This is an optimization exercise on Yosys and OpenROAD, whose aim is small area and a short achievable clock period, not a production implementation. Function not checked in this run: the RTL went through the layout flow alone. The flow treats the clock pin as an ideal source, which a real chip does not have.

<file path="flow/design.v">
module prng (
    input logic [31:0] seed,
    output logic [31:0] rand_num,
    input logic clk,
    input logic rst
);
    logic [31:0] state;
    wire [30:0] x = state[30:0];
    wire [30:0] xn = ~state[30:0];
    wire [30:0] nxt;
    wire s0; wire c0;
    assign s0 = 1'b1 ^ x[2] ^ xn[0];
    assign c0 = (1'b1 & x[2]) | (1'b1 & xn[0]) | (x[2] & xn[0]);
    wire s1; wire c1;
    assign s1 = 1'b1 ^ x[3] ^ xn[1];
    assign c1 = (1'b1 & x[3]) | (1'b1 & xn[1]) | (x[3] & xn[1]);
    wire s2; wire c2;
    fa u2 (.a(x[4]), .b(xn[2]), .c(xn[0]), .s(s2), .co(c2));
    wire s3; wire c3;
    fa u3 (.a(x[5]), .b(xn[3]), .c(xn[1]), .s(s3), .co(c3));
    wire s4; wire c4;
    assign s4 = 1'b0 ^ x[4] ^ x[2];
    assign c4 = (1'b0 & x[4]) | (1'b0 & x[2]) | (x[4] & x[2]);
    wire s5; wire c5;
    fa u5 (.a(x[6]), .b(c3), .c(~s4), .s(s5), .co(c5));
    wire s6; wire c6;
    fa u6 (.a(x[7]), .b(xn[5]), .c(xn[3]), .s(s6), .co(c6));
    wire s7; wire c7;
    fa u7 (.a(x[0]), .b(~c4), .c(s6), .s(s7), .co(c7));
    wire s8; wire c8;
    fa u8 (.a(x[8]), .b(xn[6]), .c(xn[4]), .s(s8), .co(c8));
    wire s9; wire c9;
    fa u9 (.a(x[1]), .b(c6), .c(s8), .s(s9), .co(c9));
    wire s10; wire c10;
    assign s10 = 1'b1 ^ x[9] ^ x[2];
    assign c10 = (1'b1 & x[9]) | (1'b1 & x[2]) | (x[9] & x[2]);
    wire s11; wire c11;
    fa u11 (.a(xn[7]), .b(xn[5]), .c(xn[0]), .s(s11), .co(c11));
    wire s12; wire c12;
    fa u12 (.a(c8), .b(s10), .c(s11), .s(s12), .co(c12));
    wire s13; wire c13;
    fa u13 (.a(xn[8]), .b(xn[6]), .c(xn[1]), .s(s13), .co(c13));
    wire s14; wire c14;
    fa u14 (.a(x[10]), .b(x[3]), .c(c10), .s(s14), .co(c14));
    wire s15; wire c15;
    fa u15 (.a(c11), .b(s13), .c(c12), .s(s15), .co(c15));
    wire s16; wire c16;
    fa u16 (.a(xn[9]), .b(xn[7]), .c(xn[2]), .s(s16), .co(c16));
    wire s17; wire c17;
    fa u17 (.a(x[11]), .b(x[4]), .c(c13), .s(s17), .co(c17));
    wire s18; wire c18;
    fa u18 (.a(s16), .b(c14), .c(s17), .s(s18), .co(c18));
    wire s19; wire c19;
    assign s19 = 1'b1 ^ x[12] ^ x[5];
    assign c19 = (1'b1 & x[12]) | (1'b1 & x[5]) | (x[12] & x[5]);
    wire s20; wire c20;
    fa u20 (.a(xn[10]), .b(xn[8]), .c(xn[3]), .s(s20), .co(c20));
    wire s21; wire c21;
    fa u21 (.a(x[0]), .b(c16), .c(s19), .s(s21), .co(c21));
    wire s22; wire c22;
    fa u22 (.a(s20), .b(c17), .c(s21), .s(s22), .co(c22));
    wire s23; wire c23;
    assign s23 = 1'b1 ^ x[13] ^ x[6];
    assign c23 = (1'b1 & x[13]) | (1'b1 & x[6]) | (x[13] & x[6]);
    wire s24; wire c24;
    fa u24 (.a(xn[11]), .b(xn[9]), .c(xn[4]), .s(s24), .co(c24));
    wire s25; wire c25;
    fa u25 (.a(x[1]), .b(c19), .c(c20), .s(s25), .co(c25));
    wire s26; wire c26;
    fa u26 (.a(s23), .b(s24), .c(c21), .s(s26), .co(c26));
    wire s27; wire c27;
    fa u27 (.a(s25), .b(c22), .c(s26), .s(s27), .co(c27));
    wire s28; wire c28;
    fa u28 (.a(x[14]), .b(x[7]), .c(x[2]), .s(s28), .co(c28));
    wire s29; wire c29;
    fa u29 (.a(xn[12]), .b(xn[10]), .c(xn[5]), .s(s29), .co(c29));
    wire s30; wire c30;
    fa u30 (.a(x[0]), .b(c23), .c(c24), .s(s30), .co(c30));
    wire s31; wire c31;
    fa u31 (.a(s28), .b(s29), .c(c25), .s(s31), .co(c31));
    wire s32; wire c32;
    fa u32 (.a(s30), .b(c26), .c(s31), .s(s32), .co(c32));
    wire s33; wire c33;
    fa u33 (.a(x[15]), .b(x[8]), .c(x[3]), .s(s33), .co(c33));
    wire s34; wire c34;
    fa u34 (.a(xn[13]), .b(xn[11]), .c(xn[6]), .s(s34), .co(c34));
    wire s35; wire c35;
    fa u35 (.a(x[1]), .b(c28), .c(c29), .s(s35), .co(c35));
    wire s36; wire c36;
    fa u36 (.a(s33), .b(s34), .c(c30), .s(s36), .co(c36));
    wire s37; wire c37;
    fa u37 (.a(s35), .b(c31), .c(s36), .s(s37), .co(c37));
    wire s38; wire c38;
    fa u38 (.a(xn[14]), .b(xn[12]), .c(xn[7]), .s(s38), .co(c38));
    wire s39; wire c39;
    fa u39 (.a(x[9]), .b(x[4]), .c(x[2]), .s(s39), .co(c39));
    wire s40; wire c40;
    fa u40 (.a(x[16]), .b(c33), .c(c34), .s(s40), .co(c40));
    wire s41; wire c41;
    fa u41 (.a(s38), .b(s39), .c(c35), .s(s41), .co(c41));
    wire s42; wire c42;
    fa u42 (.a(s40), .b(c36), .c(s41), .s(s42), .co(c42));
    wire s43; wire c43;
    assign s43 = 1'b0 ^ x[15] ^ x[13];
    assign c43 = (1'b0 & x[15]) | (1'b0 & x[13]) | (x[15] & x[13]);
    wire s44; wire c44;
    fa u44 (.a(x[10]), .b(x[5]), .c(x[3]), .s(s44), .co(c44));
    wire s45; wire c45;
    fa u45 (.a(xn[8]), .b(xn[0]), .c(x[17]), .s(s45), .co(c45));
    wire s46; wire c46;
    fa u46 (.a(c38), .b(c39), .c(~s43), .s(s46), .co(c46));
    wire s47; wire c47;
    fa u47 (.a(s44), .b(s45), .c(c40), .s(s47), .co(c47));
    wire s48; wire c48;
    fa u48 (.a(s46), .b(c41), .c(s47), .s(s48), .co(c48));
    wire s49; wire c49;
    fa u49 (.a(xn[14]), .b(xn[9]), .c(xn[1]), .s(s49), .co(c49));
    wire s50; wire c50;
    fa u50 (.a(x[11]), .b(x[6]), .c(x[4]), .s(s50), .co(c50));
    wire s51; wire c51;
    fa u51 (.a(xn[16]), .b(~c43), .c(c44), .s(s51), .co(c51));
    wire s52; wire c52;
    fa u52 (.a(x[18]), .b(s49), .c(s50), .s(s52), .co(c52));
    wire s53; wire c53;
    fa u53 (.a(c45), .b(c46), .c(s51), .s(s53), .co(c53));
    wire s54; wire c54;
    fa u54 (.a(s52), .b(c47), .c(s53), .s(s54), .co(c54));
    wire s55; wire c55;
    fa u55 (.a(xn[15]), .b(xn[10]), .c(xn[2]), .s(s55), .co(c55));
    wire s56; wire c56;
    fa u56 (.a(x[12]), .b(x[7]), .c(x[5]), .s(s56), .co(c56));
    wire s57; wire c57;
    fa u57 (.a(x[0]), .b(c49), .c(c50), .s(s57), .co(c57));
    wire s58; wire c58;
    fa u58 (.a(xn[17]), .b(s55), .c(s56), .s(s58), .co(c58));
    wire s59; wire c59;
    fa u59 (.a(x[19]), .b(c51), .c(c52), .s(s59), .co(c59));
    wire s60; wire c60;
    fa u60 (.a(s57), .b(s58), .c(c53), .s(s60), .co(c60));
    wire s61; wire c61;
    fa u61 (.a(s59), .b(c54), .c(s60), .s(s61), .co(c61));
    wire s62; wire c62;
    fa u62 (.a(x[13]), .b(x[8]), .c(x[6]), .s(s62), .co(c62));
    wire s63; wire c63;
    fa u63 (.a(xn[11]), .b(xn[3]), .c(x[1]), .s(s63), .co(c63));
    wire s64; wire c64;
    fa u64 (.a(xn[16]), .b(xn[18]), .c(c55), .s(s64), .co(c64));
    wire s65; wire c65;
    fa u65 (.a(c56), .b(s62), .c(s63), .s(s65), .co(c65));
    wire s66; wire c66;
    fa u66 (.a(x[20]), .b(c57), .c(c58), .s(s66), .co(c66));
    wire s67; wire c67;
    fa u67 (.a(s64), .b(s65), .c(c59), .s(s67), .co(c67));
    wire s68; wire c68;
    fa u68 (.a(s66), .b(c60), .c(s67), .s(s68), .co(c68));
    wire s69; wire c69;
    fa u69 (.a(x[14]), .b(x[9]), .c(x[7]), .s(s69), .co(c69));
    wire s70; wire c70;
    fa u70 (.a(xn[12]), .b(xn[4]), .c(x[2]), .s(s70), .co(c70));
    wire s71; wire c71;
    fa u71 (.a(xn[17]), .b(c62), .c(c63), .s(s71), .co(c71));
    wire s72; wire c72;
    fa u72 (.a(xn[19]), .b(s69), .c(s70), .s(s72), .co(c72));
    wire s73; wire c73;
    fa u73 (.a(x[21]), .b(c64), .c(c65), .s(s73), .co(c73));
    wire s74; wire c74;
    fa u74 (.a(s71), .b(s72), .c(c66), .s(s74), .co(c74));
    wire s75; wire c75;
    fa u75 (.a(s73), .b(c67), .c(s74), .s(s75), .co(c75));
    wire s76; wire c76;
    assign s76 = 1'b1 ^ x[15] ^ x[10];
    assign c76 = (1'b1 & x[15]) | (1'b1 & x[10]) | (x[15] & x[10]);
    wire s77; wire c77;
    fa u77 (.a(xn[13]), .b(xn[5]), .c(xn[0]), .s(s77), .co(c77));
    wire s78; wire c78;
    fa u78 (.a(x[8]), .b(x[3]), .c(xn[18]), .s(s78), .co(c78));
    wire s79; wire c79;
    fa u79 (.a(c69), .b(c70), .c(s76), .s(s79), .co(c79));
    wire s80; wire c80;
    fa u80 (.a(s77), .b(xn[20]), .c(c71), .s(s80), .co(c80));
    wire s81; wire c81;
    fa u81 (.a(x[22]), .b(s78), .c(c72), .s(s81), .co(c81));
    wire s82; wire c82;
    fa u82 (.a(s79), .b(c73), .c(s80), .s(s82), .co(c82));
    wire s83; wire c83;
    fa u83 (.a(s81), .b(c74), .c(s82), .s(s83), .co(c83));
    wire s84; wire c84;
    fa u84 (.a(xn[14]), .b(xn[6]), .c(xn[1]), .s(s84), .co(c84));
    wire s85; wire c85;
    fa u85 (.a(x[11]), .b(x[9]), .c(x[4]), .s(s85), .co(c85));
    wire s86; wire c86;
    fa u86 (.a(x[16]), .b(c76), .c(c77), .s(s86), .co(c86));
    wire s87; wire c87;
    fa u87 (.a(xn[19]), .b(s84), .c(s85), .s(s87), .co(c87));
    wire s88; wire c88;
    fa u88 (.a(xn[21]), .b(c78), .c(c79), .s(s88), .co(c88));
    wire s89; wire c89;
    fa u89 (.a(s86), .b(x[23]), .c(s87), .s(s89), .co(c89));
    wire s90; wire c90;
    fa u90 (.a(c80), .b(c81), .c(s88), .s(s90), .co(c90));
    wire s91; wire c91;
    fa u91 (.a(s89), .b(c82), .c(s90), .s(s91), .co(c91));
    wire s92; wire c92;
    fa u92 (.a(xn[15]), .b(xn[7]), .c(xn[2]), .s(s92), .co(c92));
    wire s93; wire c93;
    fa u93 (.a(x[12]), .b(x[10]), .c(x[5]), .s(s93), .co(c93));
    wire s94; wire c94;
    fa u94 (.a(x[17]), .b(c84), .c(c85), .s(s94), .co(c94));
    wire s95; wire c95;
    fa u95 (.a(s92), .b(s93), .c(xn[20]), .s(s95), .co(c95));
    wire s96; wire c96;
    fa u96 (.a(c86), .b(xn[22]), .c(c87), .s(s96), .co(c96));
    wire s97; wire c97;
    fa u97 (.a(s94), .b(x[24]), .c(s95), .s(s97), .co(c97));
    wire s98; wire c98;
    fa u98 (.a(c88), .b(c89), .c(s96), .s(s98), .co(c98));
    wire s99; wire c99;
    fa u99 (.a(s97), .b(c90), .c(s98), .s(s99), .co(c99));
    wire s100; wire c100;
    fa u100 (.a(x[13]), .b(x[11]), .c(x[6]), .s(s100), .co(c100));
    wire s101; wire c101;
    fa u101 (.a(xn[8]), .b(xn[3]), .c(x[0]), .s(s101), .co(c101));
    wire s102; wire c102;
    fa u102 (.a(xn[16]), .b(c92), .c(c93), .s(s102), .co(c102));
    wire s103; wire c103;
    fa u103 (.a(x[18]), .b(s100), .c(s101), .s(s103), .co(c103));
    wire s104; wire c104;
    fa u104 (.a(xn[21]), .b(c94), .c(s102), .s(s104), .co(c104));
    wire s105; wire c105;
    fa u105 (.a(xn[23]), .b(s103), .c(c95), .s(s105), .co(c105));
    wire s106; wire c106;
    fa u106 (.a(x[25]), .b(c96), .c(s104), .s(s106), .co(c106));
    wire s107; wire c107;
    fa u107 (.a(c97), .b(s105), .c(c98), .s(s107), .co(c107));
    wire s108; wire c108;
    fa u108 (.a(s106), .b(c99), .c(s107), .s(s108), .co(c108));
    wire s109; wire c109;
    fa u109 (.a(x[14]), .b(x[12]), .c(x[7]), .s(s109), .co(c109));
    wire s110; wire c110;
    fa u110 (.a(xn[9]), .b(xn[4]), .c(x[1]), .s(s110), .co(c110));
    wire s111; wire c111;
    fa u111 (.a(xn[17]), .b(c100), .c(c101), .s(s111), .co(c111));
    wire s112; wire c112;
    fa u112 (.a(x[19]), .b(s109), .c(s110), .s(s112), .co(c112));
    wire s113; wire c113;
    fa u113 (.a(c102), .b(xn[22]), .c(c103), .s(s113), .co(c113));
    wire s114; wire c114;
    fa u114 (.a(s111), .b(s112), .c(xn[24]), .s(s114), .co(c114));
    wire s115; wire c115;
    fa u115 (.a(c104), .b(x[26]), .c(s113), .s(s115), .co(c115));
    wire s116; wire c116;
    fa u116 (.a(c105), .b(s114), .c(c106), .s(s116), .co(c116));
    wire s117; wire c117;
    fa u117 (.a(s115), .b(c107), .c(s116), .s(s117), .co(c117));
    wire s118; wire c118;
    fa u118 (.a(x[15]), .b(x[13]), .c(x[8]), .s(s118), .co(c118));
    wire s119; wire c119;
    fa u119 (.a(xn[10]), .b(xn[5]), .c(x[2]), .s(s119), .co(c119));
    wire s120; wire c120;
    fa u120 (.a(xn[18]), .b(c109), .c(c110), .s(s120), .co(c120));
    wire s121; wire c121;
    fa u121 (.a(s118), .b(s119), .c(x[20]), .s(s121), .co(c121));
    wire s122; wire c122;
    fa u122 (.a(c111), .b(c112), .c(s120), .s(s122), .co(c122));
    wire s123; wire c123;
    fa u123 (.a(xn[23]), .b(s121), .c(xn[25]), .s(s123), .co(c123));
    wire s124; wire c124;
    fa u124 (.a(c113), .b(s122), .c(x[27]), .s(s124), .co(c124));
    wire s125; wire c125;
    fa u125 (.a(c114), .b(s123), .c(c115), .s(s125), .co(c125));
    wire s126; wire c126;
    fa u126 (.a(s124), .b(c116), .c(s125), .s(s126), .co(c126));
    wire s127; wire c127;
    fa u127 (.a(x[14]), .b(x[9]), .c(x[3]), .s(s127), .co(c127));
    wire s128; wire c128;
    fa u128 (.a(xn[11]), .b(xn[6]), .c(x[16]), .s(s128), .co(c128));
    wire s129; wire c129;
    fa u129 (.a(c118), .b(c119), .c(xn[19]), .s(s129), .co(c129));
    wire s130; wire c130;
    fa u130 (.a(s127), .b(s128), .c(x[21]), .s(s130), .co(c130));
    wire s131; wire c131;
    fa u131 (.a(c120), .b(s129), .c(c121), .s(s131), .co(c131));
    wire s132; wire c132;
    fa u132 (.a(xn[24]), .b(s130), .c(c122), .s(s132), .co(c132));
    wire s133; wire c133;
    fa u133 (.a(xn[26]), .b(s131), .c(x[28]), .s(s133), .co(c133));
    wire s134; wire c134;
    fa u134 (.a(c123), .b(s132), .c(c124), .s(s134), .co(c134));
    wire s135; wire c135;
    fa u135 (.a(s133), .b(c125), .c(s134), .s(s135), .co(c135));
    wire s136; wire c136;
    fa u136 (.a(x[15]), .b(x[10]), .c(x[4]), .s(s136), .co(c136));
    wire s137; wire c137;
    fa u137 (.a(xn[12]), .b(xn[7]), .c(x[17]), .s(s137), .co(c137));
    wire s138; wire c138;
    fa u138 (.a(c127), .b(s136), .c(c128), .s(s138), .co(c138));
    wire s139; wire c139;
    fa u139 (.a(xn[20]), .b(s137), .c(x[22]), .s(s139), .co(c139));
    wire s140; wire c140;
    fa u140 (.a(c129), .b(s138), .c(c130), .s(s140), .co(c140));
    wire s141; wire c141;
    fa u141 (.a(xn[25]), .b(s139), .c(c131), .s(s141), .co(c141));
    wire s142; wire c142;
    fa u142 (.a(xn[27]), .b(s140), .c(x[29]), .s(s142), .co(c142));
    wire s143; wire c143;
    fa u143 (.a(c132), .b(s141), .c(c133), .s(s143), .co(c143));
    wire s144; wire c144;
    fa u144 (.a(s142), .b(c134), .c(s143), .s(s144), .co(c144));
    wire s145;
    assign s145 = x[11] ^ x[5] ^ x[0];
    wire s146;
    assign s146 = xn[13] ^ xn[8] ^ x[16];
    wire s147;
    assign s147 = x[18] ^ c136 ^ s145;
    wire s148;
    assign s148 = s146 ^ c137 ^ xn[21];
    wire s149;
    assign s149 = c138 ^ x[23] ^ s147;
    wire s150;
    assign s150 = s148 ^ c139 ^ xn[26];
    wire s151;
    assign s151 = s149 ^ c140 ^ xn[28];
    wire s152;
    assign s152 = x[30] ^ s150 ^ c141;
    wire s153;
    assign s153 = s151 ^ c142 ^ s152;
    wire s154;
    assign s154 = c143 ^ s153 ^ c144;
    wire [30:0] ra, rb;
    assign ra[0] = x[0];
    assign rb[0] = 1'b1;
    assign ra[1] = x[1];
    assign rb[1] = 1'b0;
    assign ra[2] = s0;
    assign rb[2] = 1'b0;
    assign ra[3] = c0;
    assign rb[3] = s1;
    assign ra[4] = c1;
    assign rb[4] = s2;
    assign ra[5] = c2;
    assign rb[5] = s3;
    assign ra[6] = s5;
    assign rb[6] = 1'b0;
    assign ra[7] = c5;
    assign rb[7] = s7;
    assign ra[8] = c7;
    assign rb[8] = s9;
    assign ra[9] = c9;
    assign rb[9] = s12;
    assign ra[10] = s14;
    assign rb[10] = s15;
    assign ra[11] = c15;
    assign rb[11] = s18;
    assign ra[12] = c18;
    assign rb[12] = s22;
    assign ra[13] = s27;
    assign rb[13] = 1'b0;
    assign ra[14] = c27;
    assign rb[14] = s32;
    assign ra[15] = c32;
    assign rb[15] = s37;
    assign ra[16] = c37;
    assign rb[16] = s42;
    assign ra[17] = c42;
    assign rb[17] = s48;
    assign ra[18] = c48;
    assign rb[18] = s54;
    assign ra[19] = s61;
    assign rb[19] = 1'b0;
    assign ra[20] = c61;
    assign rb[20] = s68;
    assign ra[21] = c68;
    assign rb[21] = s75;
    assign ra[22] = c75;
    assign rb[22] = s83;
    assign ra[23] = c83;
    assign rb[23] = s91;
    assign ra[24] = c91;
    assign rb[24] = s99;
    assign ra[25] = s108;
    assign rb[25] = 1'b0;
    assign ra[26] = c108;
    assign rb[26] = s117;
    assign ra[27] = c117;
    assign rb[27] = s126;
    assign ra[28] = c126;
    assign rb[28] = s135;
    assign ra[29] = c135;
    assign rb[29] = s144;
    assign ra[30] = s154;
    assign rb[30] = 1'b0;
    wire [30:0] g0 = ra & rb;
    wire [30:0] p0 = ra ^ rb;
    wire gg1 = g0[1] | (p0[1] & g0[0]);
    wire gg2 = g0[2] | (p0[2] & gg1);
    wire gg3 = g0[3] | (p0[3] & g0[2]);
    wire pp3 = p0[3] & p0[2];
    wire gg4 = gg3 | (pp3 & gg1);
    wire gg5 = g0[4] | (p0[4] & g0[3]);
    wire pp5 = p0[4] & p0[3];
    wire gg6 = gg5 | (pp5 & gg2);
    wire gg7 = g0[5] | (p0[5] & g0[4]);
    wire pp7 = p0[5] & p0[4];
    wire gg8 = gg7 | (pp7 & g0[3]);
    wire pp8 = pp7 & p0[3];
    wire gg9 = gg8 | (pp8 & gg2);
    wire gg10 = g0[6] | (p0[6] & gg9);
    wire gg11 = g0[7] | (p0[7] & g0[6]);
    wire pp11 = p0[7] & p0[6];
    wire gg12 = gg11 | (pp11 & gg9);
    wire gg13 = g0[8] | (p0[8] & g0[7]);
    wire pp13 = p0[8] & p0[7];
    wire gg14 = gg13 | (pp13 & gg10);
    wire gg15 = g0[9] | (p0[9] & g0[8]);
    wire pp15 = p0[9] & p0[8];
    wire gg16 = gg15 | (pp15 & gg11);
    wire pp16 = pp15 & pp11;
    wire gg17 = gg16 | (pp16 & gg9);
    wire gg18 = g0[10] | (p0[10] & gg15);
    wire pp18 = p0[10] & pp15;
    wire gg19 = gg18 | (pp18 & gg12);
    wire gg20 = g0[11] | (p0[11] & g0[10]);
    wire pp20 = p0[11] & p0[10];
    wire gg21 = gg20 | (pp20 & gg17);
    wire gg22 = g0[12] | (p0[12] & gg20);
    wire pp22 = p0[12] & pp20;
    wire gg23 = gg22 | (pp22 & gg17);
    wire gg24 = g0[13] | (p0[13] & gg23);
    wire gg25 = g0[14] | (p0[14] & g0[13]);
    wire pp25 = p0[14] & p0[13];
    wire gg26 = gg25 | (pp25 & gg23);
    wire gg27 = g0[15] | (p0[15] & g0[14]);
    wire pp27 = p0[15] & p0[14];
    wire gg28 = gg27 | (pp27 & g0[13]);
    wire pp28 = pp27 & p0[13];
    wire gg29 = gg28 | (pp28 & gg23);
    wire gg30 = g0[16] | (p0[16] & g0[15]);
    wire pp30 = p0[16] & p0[15];
    wire gg31 = gg30 | (pp30 & g0[14]);
    wire pp31 = pp30 & p0[14];
    wire gg32 = gg31 | (pp31 & gg24);
    wire gg33 = g0[17] | (p0[17] & g0[16]);
    wire pp33 = p0[17] & p0[16];
    wire gg34 = gg33 | (pp33 & gg27);
    wire pp34 = pp33 & pp27;
    wire gg35 = gg34 | (pp34 & gg24);
    wire gg36 = g0[18] | (p0[18] & g0[17]);
    wire pp36 = p0[18] & p0[17];
    wire gg37 = gg36 | (pp36 & gg30);
    wire pp37 = pp36 & pp30;
    wire gg38 = gg37 | (pp37 & gg26);
    wire gg39 = g0[18] | (p0[18] & gg33);
    wire pp39 = p0[18] & pp33;
    wire gg40 = g0[19] | (p0[19] & gg39);
    wire pp40 = p0[19] & pp39;
    wire gg41 = gg40 | (pp40 & gg29);
    wire gg42 = g0[20] | (p0[20] & g0[19]);
    wire pp42 = p0[20] & p0[19];
    wire gg43 = gg42 | (pp42 & gg38);
    wire gg44 = g0[21] | (p0[21] & g0[20]);
    wire pp44 = p0[21] & p0[20];
    wire gg45 = gg44 | (pp44 & gg40);
    wire pp45 = pp44 & pp40;
    wire gg46 = gg45 | (pp45 & gg29);
    wire gg47 = g0[22] | (p0[22] & g0[21]);
    wire pp47 = p0[22] & p0[21];
    wire gg48 = gg47 | (pp47 & gg42);
    wire pp48 = pp47 & pp42;
    wire gg49 = gg48 | (pp48 & gg38);
    wire gg50 = g0[23] | (p0[23] & gg47);
    wire pp50 = p0[23] & pp47;
    wire gg51 = gg50 | (pp50 & gg43);
    wire gg52 = g0[24] | (p0[24] & g0[23]);
    wire pp52 = p0[24] & p0[23];
    wire gg53 = gg52 | (pp52 & gg47);
    wire pp53 = pp52 & pp47;
    wire gg54 = gg53 | (pp53 & gg43);
    wire gg55 = g0[25] | (p0[25] & gg52);
    wire pp55 = p0[25] & pp52;
    wire gg56 = gg55 | (pp55 & gg49);
    wire gg57 = g0[26] | (p0[26] & g0[25]);
    wire pp57 = p0[26] & p0[25];
    wire gg58 = gg57 | (pp57 & gg54);
    wire gg59 = g0[27] | (p0[27] & g0[26]);
    wire pp59 = p0[27] & p0[26];
    wire gg60 = gg59 | (pp59 & gg55);
    wire pp60 = pp59 & pp55;
    wire gg61 = gg60 | (pp60 & gg49);
    wire gg62 = g0[28] | (p0[28] & gg59);
    wire pp62 = p0[28] & pp59;
    wire gg63 = gg62 | (pp62 & gg56);
    wire gg64 = g0[28] | (p0[28] & g0[27]);
    wire pp64 = p0[28] & p0[27];
    wire gg65 = g0[29] | (p0[29] & gg64);
    wire pp65 = p0[29] & pp64;
    wire gg66 = gg65 | (pp65 & gg58);
    wire gg67 = g0[30] | (p0[30] & gg66);
    assign nxt[0] = p0[0];
    assign nxt[1] = p0[1] ^ g0[0];
    assign nxt[2] = p0[2] ^ gg1;
    assign nxt[3] = p0[3] ^ gg2;
    assign nxt[4] = p0[4] ^ gg4;
    assign nxt[5] = p0[5] ^ gg6;
    assign nxt[6] = p0[6] ^ gg9;
    assign nxt[7] = p0[7] ^ gg10;
    assign nxt[8] = p0[8] ^ gg12;
    assign nxt[9] = p0[9] ^ gg14;
    assign nxt[10] = p0[10] ^ gg17;
    assign nxt[11] = p0[11] ^ gg19;
    assign nxt[12] = p0[12] ^ gg21;
    assign nxt[13] = p0[13] ^ gg23;
    assign nxt[14] = p0[14] ^ gg24;
    assign nxt[15] = p0[15] ^ gg26;
    assign nxt[16] = p0[16] ^ gg29;
    assign nxt[17] = p0[17] ^ gg32;
    assign nxt[18] = p0[18] ^ gg35;
    assign nxt[19] = p0[19] ^ gg38;
    assign nxt[20] = p0[20] ^ gg41;
    assign nxt[21] = p0[21] ^ gg43;
    assign nxt[22] = p0[22] ^ gg46;
    assign nxt[23] = p0[23] ^ gg49;
    assign nxt[24] = p0[24] ^ gg51;
    assign nxt[25] = p0[25] ^ gg54;
    assign nxt[26] = p0[26] ^ gg56;
    assign nxt[27] = p0[27] ^ gg58;
    assign nxt[28] = p0[28] ^ gg61;
    assign nxt[29] = p0[29] ^ gg63;
    assign nxt[30] = p0[30] ^ gg66;
    always_ff @(posedge clk) begin
        if (rst) begin
            state <= seed;
        end else begin
            state <= {1'b0, nxt};
        end
        rand_num <= state;
    end
endmodule
module fa (
    input  logic a,
    input  logic b,
    input  logic c,
    output logic s,
    output logic co
);
    assign s = a ^ b ^ c;
    assign co = (a & b) | (a & c) | (b & c);
endmodule
</file>
<file path="flow/flow/skew.py">
#!/usr/bin/env python3
"""Plan a later clock arrival for registers (useful skew).

usage: skew.py PATHS PERIOD

PATHS holds lines "kind from to slack" as skew.tcl writes them. A delay D[r]
(>= 0) on register r's clock changes a register-to-register path s->e by
D[s] - D[e]. The plan finds the smallest period T such that:
  setup   (PERIOD - slack) + D[s] - D[e] <= T      for register pairs
  hold    slack + D[s] - D[e] >= HOLD_MARGIN
  output  (PERIOD - slack) + D[s] <= T            (the skew may only hurt)
  input   (PERIOD - slack) <= T                   (no gain from the skew)
  D[r] <= DMAX
and prints, for each register that needs a delay, a chain of delay cells.
"""
import sys

DMAX = 1.2
HOLD_MARGIN = 0.2
LEVEL_COST = 0.15
# cells and the delay each adds in front of one register's clock pin (ns)
CELLS = [
    ('sky130_fd_sc_hd__clkbuf_1', 0.09, 3.75),
    ('sky130_fd_sc_hd__dlygate4sd1_1', 0.20, 8.76),
    ('sky130_fd_sc_hd__clkdlybuf4s50_1', 0.46, 10.01),
]

path_file, period = sys.argv[1], float(sys.argv[2])
setup, hold, outp, inp, inhold = {}, {}, {}, {}, {}
regs = set()
for line in open(path_file):
    f = line.split()
    if len(f) != 4:
        continue
    kind, s, e, sl = f[0], f[1], f[2], float(f[3])
    if kind == 'max':
        setup[(s, e)] = min(setup.get((s, e), 1e9), sl)
        regs.update((s, e))
    elif kind == 'min':
        hold[(s, e)] = min(hold.get((s, e), 1e9), sl)
        regs.update((s, e))
    elif kind == 'outmax':
        outp[s] = min(outp.get(s, 1e9), sl)
        regs.add(s)
    elif kind == 'inmax':
        inp[e] = min(inp.get(e, 1e9), sl)
        regs.add(e)
    elif kind == 'inmin':
        inhold[e] = min(inhold.get(e, 1e9), sl)
        regs.add(e)
regs = sorted(regs)
idx = {r: i + 1 for i, r in enumerate(regs)}


def solve(T):
    # difference constraints x[b] >= x[a] + w as edges (a, b, w); longest path
    edges = []
    for r in regs:
        ub = DMAX
        if r in inhold:
            ub = min(ub, max(0.0, inhold[r] - HOLD_MARGIN))
        if r in outp:
            ub = min(ub, T - (period - outp[r]))
        if ub < 0:
            return None
        edges.append((0, idx[r], 0.0))
        edges.append((idx[r], 0, -ub))
    for (s, e), sl in setup.items():
        d = period - sl
        if s == e:
            if d > T:
                return None
            continue
        edges.append((idx[s], idx[e], d - T))
    for (s, e), sl in hold.items():
        if s == e:
            continue
        # D[e] - D[s] <= sl - margin
        edges.append((idx[e], idx[s], -max(0.0, sl - HOLD_MARGIN)))
    for e, sl in inp.items():
        if period - sl > T:
            return None
    n = len(regs) + 1
    x = [0.0] + [-1e18] * (n - 1)
    for it in range(n + 1):
        changed = False
        for a, b, w in edges:
            if x[a] > -1e17 and x[a] + w > x[b] + 1e-9:
                x[b] = x[a] + w
                changed = True
        if not changed:
            return {r: x[idx[r]] for r in regs}
        if x[0] > 1e-9:
            return None
    return None


t0 = max([period - sl for sl in setup.values()] + [period - sl for sl in inp.values()]
         + [period - sl for sl in outp.values()])
lo, hi = 0.0, t0
if solve(hi) is None:
    print(f'# no skew plan (T0 {t0:.3f})')
    sys.exit(0)
for _ in range(40):
    m = (lo + hi) / 2
    if solve(m) is None:
        lo = m
    else:
        hi = m
T = hi
D = solve(T)
print(f'# period without skew {t0:.3f}, with skew {T:.3f}')


CELL_D = {c[0]: c[1] for c in CELLS}


def chain(delta):
    # fewest-area chain of cells whose delay is closest to delta
    best = None
    for a in range(0, 4):
        for b in range(0, 4):
            for c in range(0, 4):
                if a + b + c == 0 or a + b + c > 4:
                    continue
                n = (a, b, c)
                d = sum(k * cell[1] for k, cell in zip(n, CELLS))
                area = sum(k * cell[2] for k, cell in zip(n, CELLS))
                cost = abs(d - delta) + 0.004 * area
                if best is None or cost < best[0]:
                    best = (cost, n)
    out = []
    for k, cell in zip(best[1], CELLS):
        out += [cell[0]] * k
    return out


# Shared delays: the registers are put on a few levels; level k is reached
# through a cascade of delay stages, each stage driving the registers of its
# level and the next stage.
need = sorted((D[r], r) for r in regs if D[r] >= 0.06)
if not need:
    sys.exit(0)
vals = [v for v, _ in need]


def levels_for(k):
    # 1-D k-means on the wanted delays
    cent = [vals[int((i + 0.5) * len(vals) / k)] for i in range(k)]
    for _ in range(50):
        groups = [[] for _ in cent]
        for v in vals:
            groups[min(range(k), key=lambda i: abs(v - cent[i]))].append(v)
        cent = [sum(g) / len(g) if g else c for g, c in zip(groups, cent)]
    err = sum(min(abs(v - c) for c in cent) for v in vals)
    return sorted(cent), err


best = None
for k in range(1, 7):
    cent, err = levels_for(k)
    cost = err + LEVEL_COST * k
    if best is None or cost < best[0]:
        best = (cost, cent)
cent = best[1]
prev = 0.0
real = 0.0
DRIVER = ('sky130_fd_sc_hd__clkbuf_4', 0.12)
for k, c in enumerate(cent, 1):
    # each stage ends in a stronger buffer that drives its registers
    rest = c - real - DRIVER[1]
    cells = chain(rest) if rest > 0.05 else []
    cells.append(DRIVER[0])
    real += sum(CELL_D.get(x, DRIVER[1]) for x in cells)
    print('stage', k, f'{c:.3f}', ' '.join(cells))
for v, r in need:
    k = min(range(len(cent)), key=lambda i: abs(v - cent[i])) + 1
    print('level', r, k, f'{v:.3f}')
</file>
<file path="flow/standard.sh">
#!/bin/bash
# synth_recipe.tcl (not shown) runs the flow's synth.tcl, then flattens the netlist and writes it again
# the make line also repeats each setting of config.mk as NAME=value (left out here)
make -C /OpenROAD-flow-scripts/flow DESIGN_CONFIG=/design/flow/config.mk WORK_HOME=/design/flow/orfs CLKGATE_MAP_FILE= SYNTH_SCRIPT=/design/flow/synth_recipe.tcl "${@:-finish}"
</file>
<file path="flow/flow/run.sh">
#!/bin/bash
# Standard layout with two changes: the smallest buffer on each port, and
# useful clock skew between registers after clock tree synthesis (skew.tcl).
export BUFFER_PORTS_ARGS="-buffer_cell sky130_fd_sc_hd__buf_1"
export POST_CTS_TCL="$PWD/flow/skew.tcl"
export SKIP_CTS_REPAIR_TIMING=1
bash standard.sh > standard.log 2>&1
</file>
<file path="flow/config.mk">
export PLATFORM = sky130hd
export DESIGN_NAME = prng
export DESIGN_NICKNAME = prng
export VERILOG_FILES = /design/flow/design.v
export SDC_FILE = /design/flow/constraint.sdc
export NUM_CORES = 4
export LEC_CHECK = 0
export CAP_MARGIN = 20
export CORE_MARGIN = 2
export CORE_UTILIZATION = 50
export CTS_BUF_LIST = sky130_fd_sc_hd__clkbuf_4 sky130_fd_sc_hd__clkbuf_8
export SETUP_SLACK_MARGIN = 3.0
export SLEW_MARGIN = 20
export SYNTH_HIERARCHICAL = 1
</file>
<file path="flow/constraint.sdc">
create_clock -name core_clock -period 7.0 [get_ports {clk}]
set_input_delay 1.4000 -clock core_clock [delete_from_list [all_inputs] [get_ports {clk}]]
set_output_delay 1.4000 -clock core_clock [all_outputs]
set_load 0.01 [all_outputs]
</file>
<file path="flow/flow/skew.tcl">
# Useful clock skew between registers, run after clock tree synthesis
# (POST_CTS_TCL). It measures the worst setup and hold slack of every
# register-to-register path, and the worst slack of every path from an input
# and to an output, then asks skew.py for a later clock arrival for each
# register that shortens the period set by the register-to-register paths.
# Paths from the inputs and to the outputs get no gain from it: an input path
# must meet that period without the skew, and an output path must meet it with
# the skew. The delays are made by clock buffers put in front of the
# registers' clock pins.

set skew_dir [file dirname [file normalize [info script]]]
set work_dir [file dirname $skew_dir]
set_propagated_clock [all_clocks]
estimate_parasitics -placement

set regs [all_registers -cells]
set clkpin [dict create]
set dpin [dict create]
set cellof [dict create]
foreach r $regs {
  set n [get_full_name $r]
  dict set cellof $n $r
  foreach p [get_pins -of_objects $r] {
    set pn [get_property $p lib_pin_name]
    if { $pn == "CLK" } { dict set clkpin $n $p }
    if { $pn == "D" } { dict set dpin $n $p }
  }
}

set f [open $work_dir/skew_paths.txt w]
foreach r $regs {
  set n [get_full_name $r]
  set cp [dict get $clkpin $n]
  foreach {kind pd} {max max min min} {
    set paths [find_timing_paths -from $cp -path_delay $pd \
      -group_path_count 10000 -endpoint_path_count 1 -unique_paths_to_endpoint]
    foreach p $paths {
      set ep [get_property $p endpoint]
      set epn [get_full_name $ep]
      if { [get_property $ep direction] == "output" } {
        puts $f "out$kind $n - [get_property $p slack]"
      } else {
        set einst [get_full_name [get_cells -of_objects $ep]]
        puts $f "$kind $n $einst [get_property $p slack]"
      }
    }
  }
  set dp [dict get $dpin $n]
  foreach {kind pd} {inmax max inmin min} {
    set paths [find_timing_paths -from [all_inputs] -to $dp -path_delay $pd]
    foreach p $paths {
      puts $f "$kind - $n [get_property $p slack]"
    }
  }
}
close $f

set period [get_property [lindex [all_clocks] 0] period]
exec python3 $skew_dir/skew.py $work_dir/skew_paths.txt $period > $work_dir/skew_plan.txt
puts "skew plan:"
puts [exec cat $work_dir/skew_plan.txt]

set block [ord::get_db_block]
set stages {}
set level [dict create]
foreach line [split [exec cat $work_dir/skew_plan.txt] "\n"] {
  if { [lindex $line 0] == "stage" } { lappend stages [lrange $line 3 end] }
  if { [lindex $line 0] == "level" } { dict set level [lindex $line 1] [lindex $line 2] }
}
set nbuf 0
set drv_net ""
set k 0
foreach cells $stages {
  incr k
  set pins {}
  set sx 0
  set sy 0
  set np 0
  dict for {n lv} $level {
    if { $lv >= $k } {
      lappend pins [dict get $clkpin $n]
      set loc [[sta::sta_to_db_inst [dict get $cellof $n]] getLocation]
      set sx [expr { $sx + [lindex $loc 0] }]
      set sy [expr { $sy + [lindex $loc 1] }]
      incr np
    }
  }
  if { $np == 0 } { break }
  set xy [list [ord::dbu_to_microns [expr { $sx / $np }]] [ord::dbu_to_microns [expr { $sy / $np }]]]
  foreach cell $cells {
    if { $drv_net == "" } {
      set net [get_nets -of_objects [lindex $pins end]]
      insert_buffer -buffer_cell $cell -net $net -load_pins $pins -load_pins_on_diff_nets \
        -location $xy -buffer_name skewbuf_$nbuf -net_name skewnet_$nbuf
    } else {
      insert_buffer -buffer_cell $cell -net $drv_net -load_pins $pins \
        -location $xy -buffer_name skewbuf_$nbuf -net_name skewnet_$nbuf
    }
    set drv_net [get_nets skewnet_$nbuf]
    set bnet [$block findNet skewnet_$nbuf]
    if { $bnet ne "NULL" && $bnet ne "" } { $bnet setSigType CLOCK }
    incr nbuf
  }
}
puts "skew buffers inserted: $nbuf"

detailed_placement
check_placement -verbose
estimate_parasitics -placement
report_worst_slack -max
report_worst_slack -min
</file>
==> run summary <==
Flops & latches, synth = 64
Max incr delay on CP = 540 ps
Fin util = 63.0%
Relative slew margins = 61.8%
Post-Synthesis Cell Area = 5870 um^2
Worst Hold Class = in -> reg
WS Path Type = reg -> reg
Worst EP arrival = 4470 ps
Initial drt markers = 184
Placed cell count = 667
Multi-input logic area = 4570 um^2
Gpl congestion = 0.939
Pre-CTS setup slack = 1830 ps
Yosys cell types = 45
Max-Cap Viols = 0
Share of layout cells above drive strength 1 = 25.5%
First-pass GRT wire length = 22800 um
# diodes = 0
Clock latency (worst-skew pair) = 1470 ps
Critical Path RT = 7530 ps
Post-Syn Instances = 464
# fillers = 942
WL per Instance = 19.5 um
Area growth from synthesis to layout = 22.5%
Fin crit share = 56.3%
Final Hold Fails = 0
F_max = 254 MHz
Die height = 112 um
Final setup viols = 0
Syn Area/Cell = 12.7 um^2
Width of the die = 112 um
Post-synth ARST share = 0%
Final Critical Period = 3940 ps
Core box area = 11400 um^2
DP HPWL = 11400 um
Setup TNS = 0 ps
Ys flop type = dfxtp_1
Final #Nets = 797
Routed via count = 3886
Hold slack = 136 ps
# rows = 39
IO Count = 66
TritonRoute pass-1 iters = 4
DRC viols = 0
Port bufs = 65
GRT overflow = 0
Sequential-to-total area share from yosys stat = 21.8%
Reg clk slew, reported paths = 110 ps
CP Max Fanout = 7
Post-synth EDFFs = 0
FF/Latch Area = 1350 um^2
Status = no timing/DRC/antenna violations
Antenna-violating nets left = 0
RSZ-0062 raised after global routing = yes
Slew Viols, Final = 0
Die area = 12600 um^2
Setup ws final = 3060 ps
Cells along the critical path = buf_4 > fa_1 > fa_2 > fa_1 > fa_1 > fa_1 > ha_4 > and4_2 > a221o_2 > a21oi_4 > xor2_1 > o21ai_0
Skew final = 1110 ps
YS warnings = 7
Non-filler cells, final = 739
Initial core utilization = 51.4%
Most common cell after layout, fill and taps aside = fa_1
Slew @ Worst Pin = 572 ps
CTS tree = yes
CTS sink count = 64
Worst setup EP type = flop
Net Count, Synth = 670
Wirelength, routed = 14400 um
Largest net degree at the start of global routing = 62
Setup crit start kind = flop
Most frequent cells in the layout = 122 x fa_1, 64 x buf_1, 48 x buf_4, 45 x dfxtp_1, 32 x inv_1
Most common cell on crit path = fa_1
GRT Total Usage = 24.8%
Initial antenna violation count = 0
Vias in the first global route = 4072
Slowest library cell on the worst path = fa_1
Vias per inst = 5.26
synth_stat cells (2+ instances only):
library cell / count / area [um^2]
nor3b_1: 4 / 30.0
a2111o_1: 2 / 22.5
fa_1: 137 / 2740
dfxtp_1: 64 / 1280
and4_1: 2 / 17.5
a21o_1: 11 / 82.6
o21ai_0: 24 / 120
xnor2_1: 28 / 245
o21bai_1: 2 / 15.0
nand2_1: 26 / 97.6
mux2_2: 4 / 45.0
clkbuf_1: 6 / 22.5
ha_1: 35 / 438
nand3_1: 4 / 20.0
xor2_1: 12 / 105
and3_1: 4 / 25.0
and2_1: 4 / 25.0
a211oi_1: 2 / 15.0
a31oi_1: 4 / 25.0
a41o_1: 2 / 20.0
nand4b_1: 2 / 17.5
nor2_1: 4 / 15.0
a21oi_1: 12 / 60.1
inv_1: 48 / 180
per-module statistics from Yosys (local to each module, per instance):
| module | cell area, um^2 | cells inside |
|---|---|---|
| prng | 3130 | 327 |
| fa | 20.0 | 1 |
critical path, delay by kind of cell, from the launching register on:
| family | cells | cell delay (ps) |
|---|---|---|
| simple gates | 1 | 240 |
| xor+xnor | 1 | 160 |
| flops | 1 | 390 |
| buf+inv | 1 | 150 |
| fa+ha+maj | 6 | 2540 |
| compound gates | 3 | 620 |
routing by layer:
layer	share of wire, %	global-route usage [%]
met3	7.2	7.40
met1	46	38.2
met4	1.5	7.15
met5	0	0
met2	45	34.1
worst paths after layout:
check	startpoint	end	slack, ps	cells past startpoint
worst max-delay path	state[8]$_DFF_P_	state[23]$_DFF_P_	3060	12
worst min-delay path	seed[29]	state[29]$_DFF_P_	140	3
worst max register to register	state[8]$_DFF_P_	state[23]$_DFF_P_	3060	12
worst min register to register	state[21]$_DFF_P_	state[30]$_DFF_P_	220	6
logic make-up (layout without fill, tap and decap cells):
family,Yosys count,after routing,synth area share (%)
compound gates,71,71,8.35
xor+xnor,40,40,5.97
fa+ha+maj,172,172,54.2
buf+inv,54,186,3.45
flops,64,64,21.8
mux,4,4,0.767
simple gates,59,59,5.46
cell type report, without the clock buffers:
type | instances | share of cell area [%]
tap | 143 | 2.49
inverter | 48 | 2.94
clock inverter | 7 | 1.43
sequential | 64 | 18.8
timing repair buffer | 113 | 8.42
multi-input combinational | 346 | 63.6
sequential cells by signal, indices dropped and copies added, names as in the netlist:
name      count
rand_num     32
state        32
per-stage QoR:
stage	area, um^2
after floorplan	5960
after global placement	6370
after detailed placement	6370
after global routing	7190
final	7190

-- separate check: timing with driven ports --
The results above use ideal ports. As a check the final layout listed here was re-extracted and re-timed, cells and wires unchanged.
Step 1 (the two cells are an assumption about what drives the block):
set clk [get_ports {clk}]
set_driving_cell -lib_cell sky130_fd_sc_hd__clkbuf_16 $clk
set_driving_cell -lib_cell sky130_fd_sc_hd__buf_2 [delete_from_list [all_inputs] $clk]
Step 2, shift: input delay + t, output delay - t, t = (earliest + latest rising clock arrival at the registers) / 2. This alone moves slack from input paths to output paths.
Three values: no drivers, after step 1, after step 2; two values: the first two.
t (ns): 0.952
setup WS [ns]: 3.057 / 3.057 / 3.057
clock arrival spread, ns: 1.111 / 1.111
cell pins on the clock port's net: 1
Clock arrivals are far apart in this run, so t is only a midpoint there and step 2 fits no single register. For this run, drivers alone change the setup slack by 0.000 ns; drivers and shift together by 0.000 ns.
